From an optimization exercise on the open Yosys and OpenROAD flow, aimed at small area; shortcuts taken in it are not production practice. Where RTL was checked, it was by simulation tests only, not by an equivalence proof against the original. Power and IR drop assume default switching activity.

Setup of job 6072:
Design rv16_core, start of the top module:
module rv16_core (
    input         clk,
    input         rst,
    output [15:0] imem_addr,
    input  [31:0] imem_rdata,
    output [15:0] dmem_addr,
    output [15:0] dmem_wdata,
    output        dmem_we,
    output        dmem_re,
    input  [15:0] dmem_rdata
);
    wire [31:0] i = imem_rdata;
    wire [4:0]  rd  = i[11:7];
    wire [2:0]  f3  = i[14:12];
    wire [4:0]  rs1 = i[19:15];
    wire [4:0]  rs2 = i[24:20];
    wire op_r   = i[6:0] == 7'b0110011;
    wire op_i   = i[6:0] == 7'b0010011;
    wire op_ld  = i[6:0] == 7'b0000011;
    wire op_st  = i[6:0] == 7'b0100011;
    wire op_br  = i[6:0] == 7'b1100011;
    wire op_jal = i[6:0] == 7'b1101111;
    reg  [15:1] pc;
    reg  [15:0] rf [1:31];
    wire [15:0] a, b;
    wire [31:0] sel_a, sel_b;
    wire [31:1] we;
    assign sel_a[0] = 1'b0;
    assign sel_b[0] = 1'b0;
    wire [3:0] lo_a_n, lo_b_n, lo_w_n;
    wire [7:0] hi_a_n, hi_b_n, hi_w_n;
    wire       wen;
    genvar gk, gj;
    generate
        for (gk = 0; gk < 4; gk = gk + 1) begin : pdl
            assign lo_a_n[gk] = ~(rs1[1:0] == gk);
            assign lo_b_n[gk] = ~(rs2[1:0] == gk);
            assign lo_w_n[gk] = ~(rd[1:0] == gk);
        end
        for (gk = 0; gk < 8; gk = gk + 1) begin : pdh
            assign hi_a_n[gk] = ~(rs1[4:2] == gk && !op_jal);
            assign hi_b_n[gk] = ~(rs2[4:2] == gk);
            assign hi_w_n[gk] = ~(rd[4:2] == gk && wen);
        end
        for (gk = 1; gk < 32; gk = gk + 1) begin : dec
            c_nor2 ua (.a(hi_a_n[gk/4]), .b(lo_a_n[gk%4]), .y(sel_a[gk]));
            c_nor2 ub (.a(hi_b_n[gk/4]), .b(lo_b_n[gk%4]), .y(sel_b[gk]));
            c_nor2 uw (.a(hi_w_n[gk/4]), .b(lo_w_n[gk%4]), .y(we[gk]));
        end
  ...
Size: roughly 1,500 cells after synthesis, roughly 0.022 sq mm of cells after synthesis.
export LEC_CHECK = 0
export CAP_MARGIN = 20
export CORE_MARGIN = 2
export CORE_UTILIZATION = 40
export CTS_CLUSTER_DIAMETER = 100
export CTS_CLUSTER_SIZE = 30
export SLEW_MARGIN = 20
export SYNTH_HIERARCHICAL = 1
export SYNTH_MINIMUM_KEEP_SIZE = 0
create_clock -name core_clock -period 11.0 [get_ports {clk}]
standard.sh (not shown) runs the stock make flow with config.mk's settings and CLKGATE_MAP_FILE= SYNTH_SCRIPT=/design/flow/synth_recipe.tcl, a recipe that flattens the netlist after the stock synthesis.
==> flow/flow/run.sh <==
#!/bin/bash
# The standard layout, with the smallest buffer on the ports.
set -euo pipefail
bash standard.sh BUFFER_PORTS_ARGS="-buffer_cell sky130_fd_sc_hd__buf_1" finish > make.log 2>&1
Here is what was changed in the inputs of job 9886 compared with job 6072.
diff --git a/flow/config.mk b/flow/config.mk
--- a/flow/config.mk
+++ b/flow/config.mk
@@ -9,3 +9,3 @@
 export CORE_MARGIN = 2
-export CORE_UTILIZATION = 40
+export CORE_UTILIZATION = 55
 export CTS_CLUSTER_DIAMETER = 100
==> comparison <==
- From job 6072 to job 9886 the numbers moved as follows: cell count after placement down 224, final cycle utilization of the critical path now larger, die area -27%.
- Against job 6072, job 9886 comes in 0.34 ns lower on worst setup slack.
- Height of the chip was higher in the run labelled job 6072.
- Delta (job 9886 minus job 6072): global-route wire length before repair lower, setup TNS after final layout closely matched the old numbers, combinational power dropped about 0.8%, number of antenna violations at the first check in global routing fell 1, wire length went down by about 3.7%.
- Count of clock-net buffers in the final layout down about 7% in job 9886 wrt job 6072
Input changes introduced in job 2841 (baseline for comparison: job 9886):
diff --git a/flow/config.mk b/flow/config.mk
--- a/flow/config.mk
+++ b/flow/config.mk
@@ -7,8 +7,8 @@
 export LEC_CHECK = 0
-export CAP_MARGIN = 20
+export CAP_MARGIN = 0
 export CORE_MARGIN = 2
-export CORE_UTILIZATION = 55
+export CORE_UTILIZATION = 40
 export CTS_CLUSTER_DIAMETER = 100
 export CTS_CLUSTER_SIZE = 30
-export SLEW_MARGIN = 20
+export SLEW_MARGIN = 0
 export SYNTH_HIERARCHICAL = 1
Findings:
Compared with job 9886, in job 2841 die area +37%; final cell count without fillers saw an increase; max-cap violation count about even; last weighted congestion value of the routability-driven placer fell by 0.027.
Re total cell area at the placement stage: job 9886 and job 2841 aren't equal, and the higher value belongs to job 2841.

---

trial 14:
rv16_core, a different RTL version from the one above (not shown whole).
For scale: ~1,500 cells after synthesis, about 510 flip-flops, roughly 0.023 mm2 of cells after synthesis.
make LEC_CHECK=0 CAP_MARGIN=20 CORE_MARGIN=2 CORE_UTILIZATION=40 CTS_BUF_LIST='sky130_fd_sc_hd__clkbuf_4 sky130_fd_sc_hd__clkbuf_8' SLEW_MARGIN=20 SYNTH_HIERARCHICAL=1 SYNTH_MINIMUM_KEEP_SIZE=0 finish   # period 11.0 ns
run.sh (not shown) runs the stock make flow with config.mk's settings and CLKGATE_MAP_FILE= SYNTH_SCRIPT=/design/flow/synth_recipe.tcl, a recipe that flattens the netlist after the stock synthesis.
Stock flow here: none of the scripts above is used.
The flow for trial 14 finished, though final verification flagged setup timing.
--- input diff trial 14..build 26 ---
- CTS_BUF_LIST removed (was sky130_fd_sc_hd__clkbuf_4 sky130_fd_sc_hd__clkbuf_8)
==> comparison <==
Build 26 had finished all stages when the layout checks came back failing, citing setup timing. Lower via count goes to build 26 over trial 14. Looking at critical path depth, build 26 sits 1 below trial 14. When build 26 is set beside trial 14, its portion of total power attributed to the clock network turns out to be 1.7 points larger. Looking at worst supply voltage drop on vdd across build 26 and trial 14, the one that comes out higher is build 26. Of build 26 and trial 14, the higher global-route wire length before repair belongs to trial 14. Trial 14 → build 26: post-route fraction of the period consumed by the critical path increased 0.62 points; clock tree buffer count of the final layout lost 48. Summary of build 26 over trial 14: signed area change from the synthesized netlist to the final layout was more or less identical; clock tree cell share of total cell area neither gained nor lost much.
Function was not checked in any run of this note: the RTL went through the layout flow alone.

## port drivers added, routing unchanged
No port has a modelled driver above. Below, the same layouts with a new extraction and two added sets of constraints. Step 1: set_driving_cell puts a clkbuf_16 on clk and a buf_2 on each other input, an assumption about the parent block. Step 2 also shifts input and output timing later by t, the mid clock arrival at the registers, as if the neighbouring blocks saw the same clock. a / b / c = ideal ports / drivers / drivers and shift; a / b = the first two.
run | t, ns | slack for setup (ns) | hold WS [ns] | slew at the worst register clock pin (ns) | pins driven straight from the clock port
job 6072 | 0.653 | 0.938 / 0.904 / 0.904 | 0.756 / 0.756 / 0.756 | 0.12 / 0.12 | 1
job 9886 | 0.643 | 0.598 / 0.572 / 0.572 | 0.777 / 0.777 / 0.777 | 0.13 / 0.13 | 1
job 2841 | 0.635 | 0.965 / 0.942 / 0.942 | 0.763 / 0.763 / 0.763 | 0.12 / 0.12 | 1
trial 14 | 0.744 | -1.260 / -1.299 / -1.299 | 0.712 / 0.712 / 0.712 | 0.07 / 0.07 | 1
build 26 | 0.673 | -1.329 / -1.368 / -1.368 | 0.724 / 0.724 / 0.724 | 0.07 / 0.07 | 1
